This design comes from an exercise in tuning for small area, a short achievable clock period and few clock cycles on the open sky130 flow, not from production work.
RTL that was checked went through simulation tests only; none was proved equivalent to the original.
The clock input has no modelled driver; a real chip could not lean on it and would need a root buffer or a full tree.
Power figures rest on the tool's default switching activity, not on a simulated workload.

## delta
==> flow/design.v <==
module ME(
    input clk,
    input rst_n,
    input block_valid,
    input area_valid,
    input [7:0] in_data,
    output logic out_valid,
    output logic signed [2:0] out_vector
);
logic [7:0] blk [0:15];
always_ff @(posedge clk)
    if (block_valid) begin
        for (int k = 0; k < 15; k++) blk[k] <= blk[k+1];
        blk[15] <= in_data;
    end
logic [7:0] pix;
always_ff @(posedge clk) pix <= in_data;
logic [7:0] adv [0:15];
logic       adc [0:15];
always_ff @(posedge clk)
    for (int k = 0; k < 16; k++) begin
        logic [8:0] e;
        e = {1'b0, pix} + {1'b0, ~blk[k]};
        adv[k] <= e[7:0] ^ {8{~e[8]}};
        adc[k] <= e[8];
    end
function automatic [11:0] psmask(input integer s);
    integer n;
    n = (s / 8) * 4 + ((s % 8) < 3 ? (s % 8) : 3) + 1;    
    psmask = n == 1 ? 12'h0ff : n == 2 ? 12'h1ff : n <= 4 ? 12'h3ff : n <= 8 ? 12'h7ff : 12'hfff;
endfunction
logic [11:0] ps [0:27];
always_ff @(posedge clk)
    for (int s = 0; s < 28; s++)
        if (s % 8 < 4)
            ps[s] <= ((s == 0 ? 12'd0 : ps[s-1]) + {4'd0, adv[(s/8)*4 + s%8]}
                      + {11'd0, adc[(s/8)*4 + s%8]}) & psmask(s);
        else
            ps[s] <= ps[s-1];
wire [11:0] sad = ps[27];
logic [5:0] idx0, idx1, idx2;
logic v0, v1, v2;
always_ff @(posedge clk, negedge rst_n)
    if (!rst_n) begin
        v0 <= 1'b0;
        v1 <= 1'b0;
        v2 <= 1'b0;
    end else begin
        v0 <= area_valid;
        v1 <= v0;
        v2 <= v1;
    end
always_ff @(posedge clk) begin
    idx0 <= block_valid ? 6'd0 : idx0 + {5'd0, v0};
    idx1 <= idx0;
    idx2 <= idx1;
end
wire win_ok = v2 && idx2[5:3] >= 3'd3 && idx2[2:0] >= 3'd3;
wire first  = idx2 == 6'd27;
logic [11:0] min_sad;
wire better = first || sad < min_sad;
logic [2:0] min_x, min_y;
wire [2:0] cur_x = idx2[2:0] - 3'd5;    
wire [2:0] cur_y = 3'd5 - idx2[5:3];    
always_ff @(posedge clk)
    if (win_ok && better) begin
        min_sad <= sad;
        min_x   <= cur_x;
        min_y   <= cur_y;
    end
wire last = v2 && idx2 == 6'd63;
logic second;
always_ff @(posedge clk, negedge rst_n)
    if (!rst_n) begin
        out_valid  <= 1'b0;
        second     <= 1'b0;
        out_vector <= 3'd0;
    end else begin
        second <= 1'b0;
        if (last) begin
            out_valid  <= 1'b1;
            out_vector <= better ? cur_x : min_x;
            second     <= 1'b1;
        end else if (second) begin
            out_vector <= min_y;
        end else begin
            out_valid  <= 1'b0;
            out_vector <= 3'd0;
        end
    end
endmodule
export LEC_CHECK = 0
export ABC_CLOCK_PERIOD_IN_PS = 2500
export CAP_MARGIN = 20
export CORE_MARGIN = 2
export CORE_UTILIZATION = 40
export SETUP_SLACK_MARGIN = 3.0
export SLEW_MARGIN = 20
export TNS_END_PERCENT = 100
create_clock -name core_clock -period 5.5 [get_ports {clk}]
run.sh (not shown) runs the stock make flow with config.mk's settings and CLKGATE_MAP_FILE= SYNTH_SCRIPT=/design/flow/synth_recipe.tcl, a recipe that flattens the netlist after the stock synthesis.
diff inputs: delta => gamma
==> flow/design.v <==
module ME(
    input clk,
    input rst_n,
    input block_valid,
    input area_valid,
    input [7:0] in_data,
    output logic out_valid,
    output logic signed [2:0] out_vector
);
logic [7:0] blk [0:15];
always_ff @(posedge clk)
    if (block_valid) begin
        for (int k = 0; k < 15; k++) blk[k] <= blk[k+1];
        blk[15] <= in_data;
    end
logic [7:0] pix;
logic [15:0] gt;
always_ff @(posedge clk) begin
    pix <= in_data;
    for (int k = 0; k < 16; k++) gt[k] <= in_data > blk[k];
end
function automatic [11:0] addabs(input [11:0] p, input [7:0] a, input [7:0] b, input g);
    logic [7:0] m;
    m = {8{~g}};
    addabs = p + {4'hf, a ^ m} + {4'h0, ~b ^ m} + 12'd1;
endfunction
function automatic [11:0] psmask(input integer s);
    integer n;
    n = (s / 8) * 4 + ((s % 8) < 3 ? (s % 8) : 3) + 1;    
    psmask = n == 1 ? 12'h0ff : n == 2 ? 12'h1ff : n <= 4 ? 12'h3ff : n <= 8 ? 12'h7ff : 12'hfff;
endfunction
logic [11:0] ps [0:27];
always_ff @(posedge clk)
    for (int s = 0; s < 28; s++)
        if (s % 8 < 4)
            ps[s] <= addabs(s == 0 ? 12'd0 : ps[s-1], pix, blk[(s/8)*4 + s%8], gt[(s/8)*4 + s%8])
                     & psmask(s);
        else
            ps[s] <= ps[s-1];
wire [11:0] sad = ps[27];
logic [5:0] idx0, idx1;
logic v0, v1;
always_ff @(posedge clk, negedge rst_n)
    if (!rst_n) begin
        v0 <= 1'b0;
        v1 <= 1'b0;
    end else begin
        v0 <= area_valid;
        v1 <= v0;
    end
always_ff @(posedge clk) begin
    idx0 <= block_valid ? 6'd0 : idx0 + {5'd0, v0};
    idx1 <= idx0;
end
wire win_ok = v1 && idx1[5:3] >= 3'd3 && idx1[2:0] >= 3'd3;
wire first  = idx1 == 6'd27;
logic [11:0] min_sad;
wire better = first || sad < min_sad;
logic [2:0] min_x, min_y;
wire [2:0] cur_x = idx1[2:0] - 3'd5;    
wire [2:0] cur_y = 3'd5 - idx1[5:3];    
always_ff @(posedge clk)
    if (win_ok && better) begin
        min_sad <= sad;
        min_x   <= cur_x;
        min_y   <= cur_y;
    end
wire last = v1 && idx1 == 6'd63;
logic second;
always_ff @(posedge clk, negedge rst_n)
    if (!rst_n) begin
        out_valid  <= 1'b0;
        second     <= 1'b0;
        out_vector <= 3'd0;
    end else begin
        second <= 1'b0;
        if (last) begin
            out_valid  <= 1'b1;
            out_vector <= better ? cur_x : min_x;
            second     <= 1'b1;
        end else if (second) begin
            out_vector <= min_y;
        end else begin
            out_valid  <= 1'b0;
            out_vector <= 3'd0;
        end
    end
endmodule
--- outcome ---
- gamma did not stop at any stage, and its layout met the timing, design-rule and antenna checks.
- The final layout from delta, which completed every stage, passed the timing, design-rule and antenna checks at the end of the flow.
- Measured against each other, gamma and delta differ in met3 layer wire length in the routed design, the higher figure coming from gamma.
- The non-filler instance count after layout in gamma sits 5.8% above the value recorded for delta.
- Compared with delta, gamma shows number of clock-tree buffers in the layout that has gone down by more than 10%.
- Between gamma and delta, the power share of the combinational group is higher for gamma.
- Comparing delta against gamma, there is no change at all in hold-critical path depth.
- Between gamma and delta, die area is lower for gamma, delta comes in above that.
- pix[1] as the source of the critical timing path was reported by gamma, and pix[0] by delta.
- gamma vs delta — headroom to the max-slew limit rose 4.4 points.
- Vertical extent of the die of gamma falls short of that of delta slightly.
- The leading cell type in the layout, fill and taps excluded comes out dfxtp_1 in one run and inv_1 in the other, namely in delta and gamma respectively.
- gamma against delta; number of logic inverters in the finished layout is up by more than half.
- Delta (gamma minus delta): critical path depth saw an increase, global-route track usage on met3 saw a decrease.
- Measured against each other, gamma and delta differ in total of plain and repair buffers excluding clock buffers, the higher figure coming from gamma.
- As of gamma, average size of a mapped cell had fallen by a few percent compared to delta.
- The final reports for gamma and delta show placed instance count higher in the former.
Function was not checked in any run of this note: the RTL went through the layout flow alone.

---

ME, a different RTL version from the one above (not shown whole).
Size in the first run: ~600 flip-flops, ~16 I/O pins, roughly 24000 um^2 of cells after synthesis.
==> module ME, before the edit <==
module ME(
    input clk,
    input rst_n,
    input block_valid,
    input area_valid,
    input [7:0] in_data,
    output logic out_valid,
    output logic signed [2:0] out_vector
);
logic [7:0] nblk [0:15];
always_ff @(posedge clk)
    if (block_valid) begin
        for (int k = 0; k < 15; k++) nblk[k] <= nblk[k+1];
        nblk[15] <= ~in_data;
    end
logic [7:0] pix [0:11];
always_ff @(posedge clk) begin
    pix[0] <= in_data;
    for (int d = 1; d < 12; d++) pix[d] <= pix[d-1];
end
function automatic [7:0] pixd(input integer i);
    pixd = i == 0 ? pix[11] : i == 1 ? pix[7] : i == 2 ? pix[3] : in_data;
endfunction
logic [7:0] adv [0:15];
logic       adc [0:15];
always_ff @(posedge clk)
    for (int k = 0; k < 16; k++)
        {adc[k], adv[k]} <= {1'b0, pixd(k/4)} + {1'b0, nblk[k]};
logic [3:0] pd0 [0:14];
logic [3:0] pd1 [0:14];
logic [3:0] pd2 [0:14];
logic       kc1 [0:14];
logic       kc2 [0:14];
function automatic [3:0] topmask(input integer s);
    integer m, k;
    m = (255 * (s + 1)) >> 8;
    k = 0;
    while (k < m) k = 2 * k + 1;
    topmask = k;
endfunction
always_ff @(posedge clk)
    for (int s = 0; s < 15; s++) begin
        logic [11:0] t;
        logic [4:0] q0;
        logic [4:0] q1;
        logic [4:0] q2;
        t = {4'd0, adv[s] ^ {8{~adc[s]}}};
        q0 = {1'b0, (s == 0 ? 4'd0 : pd0[s-1])} + {1'b0, t[3:0]} + {4'd0, adc[s]};
        q1 = {1'b0, (s == 0 ? 4'd0 : pd1[s-1])} + {1'b0, t[7:4]} + {4'd0, (s == 0 ? 1'b0 : kc1[s-1])};
        q2 = {1'b0, (s == 0 ? 4'd0 : pd2[s-1])} + {1'b0, t[11:8]} + {4'd0, (s == 0 ? 1'b0 : kc2[s-1])};
        pd0[s] <= q0[3:0];
        kc1[s] <= q0[4];
        pd1[s] <= q1[3:0];
        kc2[s] <= q1[4];
        pd2[s] <= q2[3:0] & topmask(s);
    end
logic [11:0] sad;
always_ff @(posedge clk)
    sad <= {pd2[14], pd1[14], pd0[14]} + ({11'd0, kc1[14]} << 4) + ({11'd0, kc2[14]} << 8)
           + {4'd0, adv[15] ^ {8{~adc[15]}}} + {11'd0, adc[15]};
logic [5:0] idx;
logic v1, v2;
always_ff @(posedge clk, negedge rst_n)
    if (!rst_n) begin
        v1 <= 1'b0;
        v2 <= 1'b0;
    end else begin
        v1 <= area_valid;
        v2 <= v1;
    end
always_ff @(posedge clk)
    idx <= block_valid ? 6'd0 : idx + {5'd0, v2};
wire win_ok = v2 && idx[5:3] >= 3'd3 && idx[2:0] >= 3'd3;
wire first  = idx == 6'd27;
logic [11:0] nmin;    
wire better = first || sad < ~nmin;
logic [2:0] min_x, min_y;
wire [2:0] cur_x = idx[2:0] - 3'd5;    
wire [2:0] cur_y = 3'd5 - idx[5:3];    
always_ff @(posedge clk)
    if (win_ok && better) begin
        nmin    <= ~sad;
        min_x   <= cur_x;
        min_y   <= cur_y;
    end
wire last = v2 && idx == 6'd63;
logic second;
always_ff @(posedge clk, negedge rst_n)
    if (!rst_n) begin
        out_valid  <= 1'b0;
        second     <= 1'b0;
        out_vector <= 3'd0;
    end else begin
        second    <= last;
        out_valid <= last || second;
        if (last)
            out_vector <= better ? cur_x : min_x;
        else if (second)
            out_vector <= min_y;
        else
            out_vector <= 3'd0;
    end
endmodule
Settings: LEC_CHECK=0, ABC_CLOCK_PERIOD_IN_PS=2200, CAP_MARGIN=20, CORE_MARGIN=2, CORE_UTILIZATION=60, CTS_CLUSTER_DIAMETER=100, CTS_CLUSTER_SIZE=30, SETUP_SLACK_MARGIN=3.3, SLEW_MARGIN=20, TNS_END_PERCENT=100; clock period 5.5 ns.
Testbench counts at the start, summed over its fixed seeds: cycles 43,008.
Then changed:
==> flow/design.v (replaced) <==
module ME(
    input clk,
    input rst_n,
    input block_valid,
    input area_valid,
    input [7:0] in_data,
    output logic out_valid,
    output logic signed [2:0] out_vector
);
logic [7:0] nblk [0:15];
always_ff @(posedge clk)
    if (block_valid) begin
        for (int k = 0; k < 15; k++) nblk[k] <= nblk[k+1];
        nblk[15] <= ~in_data;
    end
logic [7:0] pix [0:12];
always_ff @(posedge clk) begin
    pix[0] <= in_data;
    for (int d = 1; d < 13; d++) pix[d] <= pix[d-1];
end
logic [7:0] adv [0:15];
logic       adc [0:15];
always_ff @(posedge clk)
    for (int k = 0; k < 16; k++)
        {adc[k], adv[k]} <= {1'b0, pix[12 - 4*(k/4)]} + {1'b0, nblk[k]};
logic [7:0] pd0 [0:14];
logic [3:0] pd1 [0:14];
logic       kc1 [0:14];
function automatic [3:0] topmask(input integer s);
    integer m, k;
    m = (255 * (s + 1)) >> 8;
    k = 0;
    while (k < m) k = 2 * k + 1;
    topmask = k;
endfunction
always_ff @(posedge clk)
    for (int s = 0; s < 15; s++) begin
        logic [11:0] t;
        logic [8:0] q0;
        logic [4:0] q1;
        t = {4'd0, adv[s] ^ {8{~adc[s]}}};
        q0 = {1'b0, (s == 0 ? 8'd0 : pd0[s-1])} + {1'b0, t[7:0]} + {8'd0, adc[s]};
        q1 = {1'b0, (s == 0 ? 4'd0 : pd1[s-1])} + {1'b0, t[11:8]} + {4'd0, (s == 0 ? 1'b0 : kc1[s-1])};
        pd0[s] <= q0[7:0];
        kc1[s] <= q0[8];
        pd1[s] <= q1[3:0] & topmask(s);
    end
logic [11:0] sad;
always_ff @(posedge clk)
    sad <= {pd1[14], pd0[14]} + ({11'd0, kc1[14]} << 8)
           + {4'd0, adv[15] ^ {8{~adc[15]}}} + {11'd0, adc[15]};
logic [5:0] idx;
logic v0, v1, v2;
always_ff @(posedge clk, negedge rst_n)
    if (!rst_n) begin
        v0 <= 1'b0;
        v1 <= 1'b0;
        v2 <= 1'b0;
    end else begin
        v0 <= area_valid;
        v1 <= v0;
        v2 <= v1;
    end
always_ff @(posedge clk)
    idx <= block_valid ? 6'd0 : idx + {5'd0, v2};
wire win_ok = v2 && idx[5:3] >= 3'd3 && idx[2:0] >= 3'd3;
wire first  = idx == 6'd27;
logic [11:0] nmin;    
wire better = first || sad < ~nmin;
logic [2:0] min_x, min_y;
wire [2:0] cur_x = idx[2:0] - 3'd5;    
wire [2:0] cur_y = 3'd5 - idx[5:3];    
always_ff @(posedge clk)
    if (win_ok && better) begin
        nmin    <= ~sad;
        min_x   <= cur_x;
        min_y   <= cur_y;
    end
wire last = v2 && idx == 6'd63;
logic second;
always_ff @(posedge clk, negedge rst_n)
    if (!rst_n) begin
        out_valid  <= 1'b0;
        second     <= 1'b0;
        out_vector <= 3'd0;
    end else begin
        second    <= last;
        out_valid <= last || second;
        if (last)
            out_vector <= better ? cur_x : min_x;
        else if (second)
            out_vector <= min_y;
        else
            out_vector <= 3'd0;
    end
endmodule
Result: Hold slack gets better by 0.0076 ns. Non-clock buffer count came out higher by 4. Sequential share of layout area goes down by 0.85 points. Clock power goes down by a few percent. Cell area rises slightly. Worst setup slack degrades by 0.068 ns. Sequential power went down slightly. Final cell count came out higher by a little under a tenth. Total power goes up by a few percent.
Only the layout flow was run in the second run of this note; the RTL was not checked for function there.

---

## the reference run
ME, a different RTL version from the one above (not shown whole).
For scale: ~2000 cells after synthesis, roughly 650 flip-flops, roughly 16 I/O pins, ~26000 um2 of cells after synthesis.
==> module ME, before the edit <==
module ME(
    input clk,
    input rst_n,
    input block_valid,
    input area_valid,
    input [7:0] in_data,
    output logic out_valid,
    output logic signed [2:0] out_vector
);
logic [7:0] pix [0:12];
always_ff @(posedge clk) begin
    pix[0] <= in_data;
    for (int d = 1; d < 13; d++) pix[d] <= pix[d-1];
end
logic bv;
always_ff @(posedge clk) bv <= block_valid;
logic [7:0] nblk [0:15];
always_ff @(posedge clk)
    if (bv) begin
        for (int k = 0; k < 15; k++) nblk[k] <= nblk[k+1];
        nblk[15] <= ~pix[0];
    end
logic [7:0] adv [0:15];
logic       adc [0:15];
always_ff @(posedge clk)
    for (int k = 0; k < 16; k++)
        {adc[k], adv[k]} <= {1'b0, pix[12 - 4*(k/4)]} + {1'b0, nblk[k]};
logic [3:0] pd0 [0:15];
logic [3:0] pd1 [0:15];
logic [3:0] pd2 [0:15];
logic       kc1 [0:15];
logic       kc2 [0:15];
function automatic [3:0] topmask(input integer s);
    integer m, k;
    m = (255 * (s + 1)) >> 8;
    k = 0;
    while (k < m) k = 2 * k + 1;
    topmask = k;
endfunction
always_ff @(posedge clk)
    for (int s = 0; s < 16; s++) begin
        logic [11:0] t;
        logic [4:0] q0;
        logic [4:0] q1;
        logic [4:0] q2;
        t = {4'd0, adv[s] ^ {8{~adc[s]}}};
        q0 = {1'b0, (s == 0 ? 4'd0 : pd0[s-1])} + {1'b0, t[3:0]} + {4'd0, adc[s]};
        q1 = {1'b0, (s == 0 ? 4'd0 : pd1[s-1])} + {1'b0, t[7:4]} + {4'd0, (s == 0 ? 1'b0 : kc1[s-1])};
        q2 = {1'b0, (s == 0 ? 4'd0 : pd2[s-1])} + {1'b0, t[11:8]} + {4'd0, (s == 0 ? 1'b0 : kc2[s-1])};
        pd0[s] <= q0[3:0];
        kc1[s] <= q0[4];
        pd1[s] <= q1[3:0];
        kc2[s] <= q1[4];
        pd2[s] <= q2[3:0] & topmask(s);
    end
wire [11:0] sad_d = {pd2[15], pd1[15], pd0[15]};
wire [11:0] sad_k = {3'd0, kc2[15], 3'd0, kc1[15], 4'd0};
logic [11:0] sad;
always_ff @(posedge clk) sad <= sad_d + sad_k;
logic [5:0] idx;
logic v0, v1, v2, v3;
always_ff @(posedge clk, negedge rst_n)
    if (!rst_n) begin
        v0 <= 1'b0;
        v1 <= 1'b0;
        v2 <= 1'b0;
        v3 <= 1'b0;
    end else begin
        v0 <= area_valid;
        v1 <= v0;
        v2 <= v1;
        v3 <= v2;
    end
always_ff @(posedge clk)
    idx <= bv ? 6'd0 : idx + {5'd0, v3};
wire win_ok = v3 && idx[5:3] >= 3'd3 && idx[2:0] >= 3'd3;
wire [2:0] cur_x = idx[2:0] - 3'd5;    
wire [2:0] cur_y = 3'd5 - idx[5:3];    
logic [11:0] mlag, prev;
logic        prev_ok, prev_better;
logic [2:0]  lag_x, lag_y, prev_x, prev_y;
wire better = win_ok && sad < mlag && (!prev_ok || sad < prev);
always_ff @(posedge clk) begin
    prev        <= sad;
    prev_ok     <= win_ok;
    prev_better <= better;
    prev_x      <= cur_x;
    prev_y      <= cur_y;
    if (bv)
        mlag <= 12'hfff;    
    else if (prev_better) begin
        mlag  <= prev;
        lag_x <= prev_x;
        lag_y <= prev_y;
    end
end
wire last = v3 && idx == 6'd63;
logic second;
always_ff @(posedge clk, negedge rst_n)
    if (!rst_n) begin
        out_valid  <= 1'b0;
        second     <= 1'b0;
        out_vector <= 3'd0;
    end else begin
        second    <= last;
        out_valid <= last || second;
        if (last)
            out_vector <= better ? cur_x : prev_better ? prev_x : lag_x;
        else if (second)
            out_vector <= prev_better ? prev_y : lag_y;
        else
            out_vector <= 3'd0;
    end
endmodule
clock: 5.5 ns
lec_check: 0
abc_clock_period_in_ps: 1900
cap_margin: 20
core_margin: 2
core_utilization: 60
setup_slack_margin: 3.6
slew_margin: 20
tns_end_percent: 100
standard.sh (not shown) runs the stock make flow with config.mk's settings and CLKGATE_MAP_FILE= SYNTH_SCRIPT=/design/flow/synth_recipe.tcl, a recipe that flattens the netlist after the stock synthesis.
==> flow/flow/run.sh <==
#!/bin/bash
# The standard layout, except for clock tree synthesis: after placement
# flow/cts_manual.tcl builds the clock tree (see mcts.tcl), then the
# standard flow continues from it. Each step's output goes to its own log.
set -euo pipefail
here=$(pwd)
bash standard.sh place > make_place.log 2>&1
bash standard.sh run RUN_SCRIPT="$here/flow/cts_manual.tcl" RUN_LOG_NAME_STEM=4_1_cts_manual \
    MCTS_LEAVES=24 MCTS_ROOT=clkinv_16 MCTS_LEAF=clkinv_8 > make_cts.log 2>&1
bash standard.sh finish > make_finish.log 2>&1
Other scripts of this flow, unchanged in this note and not shown: flow/flow/cts_manual.tcl, flow/flow/mcts.tcl
The reference run | status: complete | timing, DRC, antenna: pass
> inputs changed (the reference run -> the trial run)
diff --git a/flow/design.v b/flow/design.v
--- a/flow/design.v
+++ b/flow/design.v
@@ -55,33 +55,30 @@
     end
 wire [11:0] sad_d = {pd2[15], pd1[15], pd0[15]};
 wire [11:0] sad_k = {3'd0, kc2[15], 3'd0, kc1[15], 4'd0};
-logic [11:0] sad;
-always_ff @(posedge clk) sad <= sad_d + sad_k;
 logic [5:0] idx;
-logic v0, v1, v2, v3;
+logic v0, v1, v2;
 always_ff @(posedge clk, negedge rst_n)
     if (!rst_n) begin
         v0 <= 1'b0;
         v1 <= 1'b0;
         v2 <= 1'b0;
-        v3 <= 1'b0;
     end else begin
         v0 <= area_valid;
         v1 <= v0;
         v2 <= v1;
-        v3 <= v2;
     end
 always_ff @(posedge clk)
-    idx <= bv ? 6'd0 : idx + {5'd0, v3};
-wire win_ok = v3 && idx[5:3] >= 3'd3 && idx[2:0] >= 3'd3;
+    idx <= bv ? 6'd0 : idx + {5'd0, v2};
+wire win_ok = v2 && idx[5:3] >= 3'd3 && idx[2:0] >= 3'd3;
 wire [2:0] cur_x = idx[2:0] - 3'd5;    
 wire [2:0] cur_y = 3'd5 - idx[5:3];    
 logic [11:0] mlag, prev;
 logic        prev_ok, prev_better;
 logic [2:0]  lag_x, lag_y, prev_x, prev_y;
-wire better = win_ok && sad < mlag && (!prev_ok || sad < prev);
+wire better = win_ok && {1'b0, sad_d} + {1'b0, sad_k} < {1'b0, mlag}
+                     && (!prev_ok || {1'b0, sad_d} + {1'b0, sad_k} < {1'b0, prev});
 always_ff @(posedge clk) begin
-    prev        <= sad;
+    prev        <= sad_d + sad_k;
     prev_ok     <= win_ok;
     prev_better <= better;
     prev_x      <= cur_x;
@@ -94,7 +91,7 @@
         lag_y <= prev_y;
     end
 end
-wire last = v3 && idx == 6'd63;
+wire last = v2 && idx == 6'd63;
 logic second;
 always_ff @(posedge clk, negedge rst_n)
     if (!rst_n) begin
--- outcome ---
Diff the reference run -> the trial run | total power consumption of the routed design | up by a few percent
| cell area | the trial run vs the reference run | better |
Routed wire in the trial run totals more than in the reference run.
The trial run ended up with pd2[15][0] as its origin of the worst setup path; the reference run ended up with sad[9].
When the trial run is set beside the reference run, its post-layout minimum cycle time turns out to be 0.15 ns larger.
As far as full die area is concerned, the trial run and the reference run perform about the same.
Maximum VDD drop for the trial run: about 0.9% up relative to the reference run
Looking at first-pass GRT wire length across both flows, the trial run is the weaker of the two, with the reference run ahead.
Setup WNS the reference run -> the trial run: worse
Compared with the reference run, in the trial run routed wire length on met2 climbed 12%, flip-flop and latch share of the layout cell area decreased by 0.81 points relative to the old numbers.
No run of this note included a check of the RTL's function; only the layout flow was run. No run of this note takes its clock network from TritonCTS; it comes from the design's own scripts or RTL.

## port drivers added, routing unchanged
Ports are ideal in the flow. The routed layouts listed here were re-timed in OpenROAD.
Step 1 assumes that a clkbuf_16 drives the clock port and a buf_2 every other input.
Step 2 times the ports against the registers' clock, not the clock port: input delays grow and output delays shrink by t, the midpoint of the rising clock arrivals with the driver on.
a / b / c = ideal ports / drivers / drivers and shift; a / b = the first two.
run | t, ns | slack for setup (ns) | clock arrival spread, ns | worst register clock-pin slew, ns | worst slew at a driven data input, ns
delta | 0.646 | 3.026 / 3.026 / 2.590 | 0.026 / 0.026 | 0.06 / 0.06 | 0.06
gamma | 0.647 | 2.369 / 2.369 / 2.369 | 0.027 / 0.026 | 0.07 / 0.07 | 0.07
the first run of note 2 | 0.623 | 3.291 / 3.240 / 2.784 | 0.042 / 0.042 | 0.12 / 0.12 | 0.04
the second run of note 2 | 0.620 | 3.223 / 3.198 / 2.880 | 0.015 / 0.016 | 0.11 / 0.11 | 0.04
the reference run | 0.443 | 3.083 / 3.083 / 3.083 | 0.036 / 0.036 | 0.11 / 0.11 | 0.04
the trial run | 0.448 | 2.932 / 2.931 / 2.931 | 0.031 / 0.031 | 0.10 / 0.10 | 0.03
After both steps every run listed still meets setup and hold. The setup slack of the first run of note 2, which loses most, moves by -0.051 ns with the drivers and by -0.507 ns with both steps.
